Background: an optimization exercise with open tools, aiming at small area, a short achievable clock period and few clock cycles per item. Do not read the settings as production practice.
Only simulation tests tie the RTL to the original design; equivalence was not proved.

==> flow/design.v, too long to show whole: its modules and the start of the top module <==
// module decoder_3nrm_mld_final_v3: 2390 lines
// module c64: 1 lines
// module c63: 8 lines
// module c31: 10 lines
// module c65: 52 lines
// module c17: 52 lines
// module c11: 52 lines
// module c19: 55 lines
// module c23: 57 lines
// module c29: 52 lines
// module chk_all: 5 lines
module decoder_3nrm_mld_final_v3 (
    input wire clk,
    input wire rst_n,
    input wire start,
    input wire [63:0] residues_in,
    output reg [15:0] data_out,
    output reg valid,
    output reg uncorrectable
);
  // ...
==> flow/run.sh <==
#!/bin/bash
# synth_recipe.tcl (not shown) runs the flow's synth.tcl, then flattens the netlist and writes it again
# the make line also repeats each setting of config.mk as NAME=value (left out here)
make -C /OpenROAD-flow-scripts/flow DESIGN_CONFIG=/design/flow/config.mk WORK_HOME=/design/flow/orfs CLKGATE_MAP_FILE= SYNTH_SCRIPT=/design/flow/synth_recipe.tcl finish
==> flow/config.mk <==
export PLATFORM = sky130hd
export DESIGN_NAME = decoder_3nrm_mld_final_v3
export DESIGN_NICKNAME = decoder_3nrm_mld_final_v3
export VERILOG_FILES = /design/flow/design.v
export SDC_FILE = /design/flow/constraint.sdc
export NUM_CORES = 4
export LEC_CHECK = 0
export ABC_CLOCK_PERIOD_IN_PS = 20000
export CAP_MARGIN = 20
export CORE_MARGIN = 2
export CORE_UTILIZATION = 40
export SLEW_MARGIN = 20
export SYNTH_MEMORY_MAX_BITS = 65536
==> flow/constraint.sdc <==
create_clock -name core_clock -period 110.0 [get_ports {clk}]
set_input_delay 22.0000 -clock core_clock [delete_from_list [all_inputs] [get_ports {clk}]]
set_output_delay 22.0000 -clock core_clock [all_outputs]
set_load 0.01 [all_outputs]
==> results.tsv, run 1 <==
metric	value	unit
CP startpoint	data_out[12]$_DFFE_PP_	
first-pass GRT wire length	127000	um
I/O Buffers	68	
Place WS	87.09	ns
status	no timing/DRC/antenna violations	
relative slew slack	33.8	%
final core occ	42.3	%
clk_skew	0.0159	ns
Setup Buffers After CTS	0	
syn nets	3744	
Top class by area	multi-input combinational cells	
IO Pins	85	
GRT Residual Overflow	0	
commonest non-fill, non-tap cell in the layout	inv_1	
Non-clock buffers, area share	3.97	%
met2 Resource Use GR	38.7	%
Iteration-0 DRC Markers	3065	
number of max-cap violations	0	
Detail Route Antenna Nets	0	
Vias/cell	6.13	
number of global-route vias before repair	22100	
FFs & Latches	108	
Routed WL per cell	20.7	um
Fin Setup TNS	0	ns
Testbench counts, summed over its fixed seeds: cycles 3,459, items 480.
==> run 2, diff against run 1 <==
--- a/flow/design.v
+++ b/flow/design.v
@@ -69,22 +69,22 @@
   reg [4:0] g;        
   reg bf;             
   reg [4:0] bl;       
   reg bbig;           
   reg [17:0] xr;      
   reg [1:0] uc, pc, qc;
   always @* begin
     case (g)
-      5'd0: begin uc=2'd0; pc=2'd1; qc=2'd1; end
-      5'd1: begin uc=2'd0; pc=2'd0; qc=2'd2; end
+      5'd0: begin uc=2'd0; pc=2'd0; qc=2'd0; end
+      5'd1: begin uc=2'd0; pc=2'd2; qc=2'd2; end
       5'd2: begin uc=2'd1; pc=2'd1; qc=2'd1; end
-      5'd3: begin uc=2'd0; pc=2'd0; qc=2'd0; end
-      5'd4: begin uc=2'd2; pc=2'd2; qc=2'd2; end
-      5'd5: begin uc=2'd0; pc=2'd2; qc=2'd2; end
+      5'd3: begin uc=2'd0; pc=2'd0; qc=2'd2; end
+      5'd4: begin uc=2'd0; pc=2'd1; qc=2'd1; end
+      5'd5: begin uc=2'd2; pc=2'd2; qc=2'd2; end
       5'd6: begin uc=2'd0; pc=2'd0; qc=2'd1; end
       5'd7: begin uc=2'd0; pc=2'd1; qc=2'd2; end
       5'd8: begin uc=2'd1; pc=2'd2; qc=2'd2; end
       5'd9: begin uc=2'd1; pc=2'd1; qc=2'd2; end
       5'd10: begin uc=2'd0; pc=2'd0; qc=2'd3; end
       5'd11: begin uc=2'd0; pc=2'd1; qc=2'd3; end
       5'd12: begin uc=2'd0; pc=2'd2; qc=2'd3; end
       5'd13: begin uc=2'd0; pc=2'd3; qc=2'd3; end
@@ -2291,39 +2291,47 @@
   always @* case (uc)
     2'd0: xt = 24'd0;
     2'd2: xt = {12'd0, W};
     default: xt = ~{12'd0, W};
   endcase
   wire [23:0] xsum = csa3({6'd0, xsh}, {17'd0, ru}, xt);
   wire [24:0] xwide = rca(xsum, 24'd0, uc == 2'd1 || uc == 2'd3);
   wire [17:0] xn = xwide[17:0];
-  wire [17:0] X = xr;
+  wire [6:0] e1 = {1'b0, r1} - {1'b0, r0};
+  wire [5:0] b2 = e1[6] ? e1[5:0] - 6'd1 : e1[5:0];
+  wire [8:0] z0 = {2'b0, r0, 1'b0} + 9'd130 - {3'b0, r1} - {2'b0, r2} + {7'd0, e1[6], 1'b0};   
+  wire [8:0] z1 = (z0 >= 9'd195) ? z0 - 9'd195 : (z0 >= 9'd130) ? z0 - 9'd130 : (z0 >= 9'd65) ? z0 - 9'd65 : z0;
+  wire [5:0] zk = z1[6:1];
+  wire [6:0] b3 = z1[0] ? 7'd32 - {1'b0, zk} : (zk == 6'd0) ? 7'd0 : 7'd65 - {1'b0, zk};
+  wire [11:0] y012 = {b3[5:0], 6'd0} + {6'd0, b2} - {5'd0, b3};
+  wire [17:0] x012 = {y012, r0};
+  wire [17:0] X = (g == 5'd1) ? x012 : xr;
   wire [8:0] mt;
   chk_all u_chk (.X(X), .r0(r0), .r1(r1), .r2(r2), .r3(r3), .r4(r4), .r5(r5), .r6(r6), .r7(r7), .r8(r8), .mt(mt));
   wire [2:0] ps1 = mt[2:0] ^ mt[5:3] ^ mt[8:6];
   wire [2:0] pk1 = (mt[2:0] & mt[5:3]) | (mt[2:0] & mt[8:6]) | (mt[5:3] & mt[8:6]);
   wire ones = ps1[0] ^ ps1[1] ^ ps1[2];
   wire onec = (ps1[0] & ps1[1]) | (ps1[0] & ps1[2]) | (ps1[1] & ps1[2]);
   wire twos = pk1[0] ^ pk1[1] ^ pk1[2];
   wire twoc = (pk1[0] & pk1[1]) | (pk1[0] & pk1[2]) | (pk1[1] & pk1[2]);
   wire t2s = onec ^ twos, t2c = onec & twos;
   wire [3:0] nm = {twoc & t2c, (twoc ^ t2c), t2s, ones};
   wire dle2 = nm[3] | (nm[2] & nm[1] & nm[0]);    
   wire deq3 = ~nm[3] & nm[2] & nm[1] & ~nm[0];    
   wire big = X[17] | X[16];
   reg [4:0] lex;
   always @* begin
     case (g)
-      5'd1: lex=5'd4;
-      5'd2: lex=5'd2;
+      5'd1: lex=5'd0;
+      5'd2: lex=5'd7;
       5'd3: lex=5'd10;
-      5'd4: lex=5'd0;
-      5'd5: lex=5'd16;
-      5'd6: lex=5'd7;
+      5'd4: lex=5'd2;
+      5'd5: lex=5'd4;
+      5'd6: lex=5'd16;
       5'd7: lex=5'd1;
       5'd8: lex=5'd5;
       5'd9: lex=5'd13;
       5'd10: lex=5'd11;
       5'd11: lex=5'd3;
       5'd12: lex=5'd6;
       5'd13: lex=5'd8;
       5'd14: lex=5'd9;
@@ -2331,17 +2339,17 @@
       5'd16: lex=5'd14;
       5'd17: lex=5'd15;
       5'd18: lex=5'd17;
       5'd19: lex=5'd18;
       5'd20: lex=5'd19;
       default: lex = 5'd0;
     endcase
   end
-  wire run = busy & (g != 5'd0);
+  wire run = busy;
   wire upd = deq3 && (!bf || !ge({19'd0, lex}, {19'd0, bl}));
   wire nbf = bf | upd;
   wire [4:0] nbl = upd ? lex : bl;
   reg [4:0] nexit;
   always @* begin
     case (nbl)
       5'd0: nexit = 5'd10;
       5'd1: nexit = 5'd10;
@@ -2373,17 +2381,17 @@
     end else begin
       valid <= fin;
       busy <= busy ? !fin : start;
     end
   end
   wire [24:0] ginc = rca({19'd0, g}, 24'd0, 1'b1);
   always @(posedge clk) begin
     xr <= xn;
-    if (!busy | fin) g <= 5'd0; else g <= ginc[4:0];
+    if (!busy | fin) g <= 5'd1; else g <= ginc[4:0];
     if (!run) begin
       bf <= 1'b0;
     end else begin
       bf <= nbf; bl <= nbl;
       if (dle2 | upd) begin data_out <= X[15:0]; bbig <= big; end
       if (fin) uncorrectable <= (dle2 | upd) ? big : bf ? bbig : 1'b1;
     end
   end
==> flow/config.mk (replaced) <==
export PLATFORM = sky130hd
export DESIGN_NAME = decoder_3nrm_mld_final_v3
export DESIGN_NICKNAME = decoder_3nrm_mld_final_v3
export VERILOG_FILES = /design/flow/design.v
export SDC_FILE = /design/flow/constraint.sdc
export NUM_CORES = 4
export LEC_CHECK = 0
export ABC_AREA = 1
export ABC_CLOCK_PERIOD_IN_PS = 20000
export CAP_MARGIN = 20
export CORE_MARGIN = 2
export CORE_UTILIZATION = 40
export SLEW_MARGIN = 20
export SYNTH_MEMORY_MAX_BITS = 65536
==> run 2 against run 1 <==
  * Still clean on timing, DRC and antenna
  * Critical path depth is the same
  * Via count grew 6.7%
  * Worst setup slack gained 0.0010 ns
  * Die area shrank 0.26%
  * Largest cell class unchanged
  * Core utilization grew 1.1 points
  * Routed wire length grew 5.6%
  * Global-route usage grew 1.9 points
==> results.tsv, run 2 <==
metric	value	unit	change
synthesized flop and latch total	108		unchanged
status	no timing/DRC/antenna violations		unchanged
diode count	0		unchanged
YS warnings	7		unchanged
commonest cells after routing, fill and taps aside	654 x inv_1, 633 x nand2_1, 366 x nor2_1		was 356 x inv_1, 318 x nand2_1, 269 x a21oi_1
layout cells sized above 1	4.41	%	was 4.98%
Die H	250	um	was 251 um
I/O Buffers	68		unchanged
crit path to	data_out[9]		was data_out[12]
CP startpoint	data_out[9]$_DFFE_PP_		was data_out[12]$_DFFE_PP_
Longest Clk Path Bufs	2		unchanged
Synth top cells by count	654 x inv_1, 633 x nand2_1, 366 x nor2_1		was 356 x inv_1, 318 x nand2_1, 269 x a21oi_1
Cell variety after synth	73		was 98
final setup vio count	0		unchanged
Vias/cell	5.79		was 6.13
most frequent cell after synthesis	inv_1		unchanged
cells taking the most area after synthesis	fa_1 17%, ha_1 14%, inv_1 10%		was fa_1 17%, ha_1 12%, dfxtp_1 6.8%
clk slew on worst S/H paths	0.08	ns	was 0.09 ns
CTS root buf	clkbuf_16		unchanged
Final GP Congestion	1.02		was 0.966
DRT Wirelength	85100	um	was 80,600 um
cell count along the critical path	1		unchanged
WS Path Type	reg -> out		unchanged
clk latency of the worst-skew pair	0.40	ns	was 0.39 ns
post-detail-place hpwl	65900	um	was 58,500 um
critical-path cell list	clkdlybuf4s50_1		unchanged
clk_skew	0.0231	ns	was 0.0159 ns
hold_buf cts	0		unchanged
critical-path maximum fanout	1		unchanged
commonest non-fill, non-tap cell in the layout	inv_1		unchanged
GRT Residual Overflow	0		unchanged
Fin Setup TNS	0	ns	unchanged
Die X	250	um	was 251 um
initial antenna violation count	0		unchanged
largest area contributor in the netlist	fa_1		unchanged
Slew Limit Fails	0		unchanged
number of global-route vias before repair	24200		was 22,100
Worst-Margin Slew	1.03	ns	was 0.994 ns
Setup Buffers After CTS	0		unchanged
Post-synth top flop	dfxtp_1		unchanged
Mapped Area	24300	um2	about the same
number of max-cap violations	0		unchanged
Post-synth EDFFs	23		unchanged
Startpoint Class	flop		unchanged
Synth async-reset ratio	1.85	%	unchanged
worst hold-check path type	reg -> reg		unchanged
final-report hold violation count	0		unchanged
CP max stage delay	0.56	ns	was 0.54 ns
CTS tree	built		unchanged
period utilization	21.2	%	about the same
Fmax achieved	42.9	MHz	about the same
IO Pins	85		unchanged
# H-tree levels	3		unchanged
Routed WL per cell	19.3	um	was 20.7 um
CP required	88.00	ns	about the same
final net count	4165		was 3,612
Crit-path slowest cell	clkdlybuf4s50_1		unchanged
FF-to-FF path depth	76		was 73
area share of the largest cell type after synthesis	17.5	%	was 16.7%
largest net degree at the start of global routing	59		was 92
sequential-to-total area share from yosys stat	9.90	%	was 9.87%
Critical R2R Launch	uc[0]$_DFF_P_		was uc[1]$_DFF_P_
CP arrival	1.29	ns	was 1.30 ns
max reg flops	18		unchanged
syn nets	4164		was 3,744
total die area	62700	um2	was 62,800 um2
CTS resizes	0		unchanged
syn avg cell area	6.71	um2	was 7.51 um2
drt drc	0		unchanged
relative slew slack	31.1	%	was 33.8%
RR Endpoint	xr[17]$_DFF_P_		unchanged
placed cell area	25800	um2	was 25,200 um2
R2R Setup Slk	88.83	ns	was 89.01 ns
clock sink count	108		unchanged
CTS buffer count	9		unchanged
Crit path max-delay family	buffers and inverters		unchanged
RSZ-0062 raised after global routing	false		unchanged
first-pass GRT wire length	135000	um	was 127,000 um
Iteration-0 DRC Markers	2841		was 3,065
via count	25500		was 23,900
Initial Util	40.4	%	about the same
gr usage total	27.0	%	was 25.1%
Pre-Repair DR Iteration Count	9		was 6
Regs by FF count	xr x18, data_out x16, r2 x7		unchanged
Post-Layout Inst Area	26100	um2	was 25,500 um2
core area	60100	um2	was 60,200 um2
Top reg by flops	xr		unchanged
post-synthesis cell count	3620		was 3,240
P&R area growth vs syn	7.56	%	was 4.75%
clock period minus worst slack	23.29	ns	was 23.30 ns
Crit path buffers/inverters	1		unchanged
Detail Route Antenna Nets	0		unchanged
CP endpoint kind	output pin		unchanged
num rows	90		unchanged
-- run 2: changes by cell type after synthesis, sizes merged, moves of 31 or more --
cell and change:
clkbuf -40, mux2i -44, a21oi -59, nand2b -57, nor2b -47, nand2 +343, inv +307, nand3 +120
nor3 -56, o21ai +63, a211oi -48, ha +31, nor2 +132, buf -85
-- run 2: area by class of cell --
| type | instances | area [um2] |
|---|---|---|
| tap | 782 | 978 |
| clock inverter | 7 | 67.6 |
| fill | 6439 | 34000 |
| sequential | 108 | 2400 |
| clock buffer | 9 | 225 |
| inverter | 681 | 2560 |
| multi-input combinational | 2701 | 18800 |
| timing repair buffer | 120 | 1070 |
-- run 2: routing by layer --
layer	vias up	routed length (um)	share of wire, %	track usage, %
met3	267	6830	8.0	2.99
met5	-	0	0	0
met4	0	3760	4.4	11.1
met1	11900	36600	43	37.1
met2	1404	37900	45	43.1
li1	11900	-	-	-
-- run 2: cells by family after synthesis --
| kind of cell | synth area share [%] |
|---|---|
| AND/OR/NAND/NOR | 23.3 |
| adder cells (fa/ha/maj) | 31.1 |
| XOR/XNOR | 1.55 |
| buffers and inverters | 12.7 |
| flip-flops | 9.90 |
| AO/OA/AOI/OAI | 21.4 |
-- run 2: stage by stage --
step                      setup slack, ns  util, %  hold slack (ns)  instances
final                               86.71     43.4            0.481       4408
after global placement              87.14     42.9            0.457       4392
after detailed placement            87.14     42.9            0.464       4392
after CTS                           86.69     43.4            0.485       4408
after global routing                86.66     43.4            0.515       4408
after floorplan                     87.61        -            0.422       3620
-- run 2: worst min-delay path by stage --
stage / from / cells after the start / slack (ns) / end
3_5_place_dp: g[0]$_SDFF_PP1_ / 1 / 0.46 / g[0]$_SDFF_PP1_
4_1_cts: g[0]$_SDFF_PP1_ / 1 / 0.48 / g[0]$_SDFF_PP1_
5_1_grt: g[0]$_SDFF_PP1_ / 1 / 0.51 / g[0]$_SDFF_PP1_
2_1_floorplan: g[0]$_SDFF_PP1_ / 1 / 0.42 / g[0]$_SDFF_PP1_
6_report: g[0]$_SDFF_PP1_ / 1 / 0.48 / g[0]$_SDFF_PP1_
3_3_place_gp: g[0]$_SDFF_PP1_ / 1 / 0.46 / g[0]$_SDFF_PP1_
Testbench counts of run 2, summed over its fixed seeds: cycles 2,975, items 480.

separate check: timing with driven ports:
In the flow no input, the clock included, has a driving cell. The finished layouts below were timed again as built, in two steps. Step 1 assumes that a clkbuf_16 drives the clock port and a buf_2 every other input. Step 2 times the ports against the registers' clock, not the clock port: input delays grow and output delays shrink by t, the midpoint of the rising clock arrivals with the driver on. Slacks: no drivers / after step 1 / after step 2; pairs: no drivers / after step 1.
| run | shift t [ns] | setup slack, ns | worst register clock-pin slew, ns | pins driven straight from the clock port |
|---|---|---|---|---|
| run 1 | 0.436 | 86.704 / 86.649 / 87.085 | 0.09 / 0.09 | 1 |
| run 2 | 0.439 | 86.705 / 86.653 / 87.092 | 0.09 / 0.09 | 1 |
After both steps every run listed still meets setup and hold.
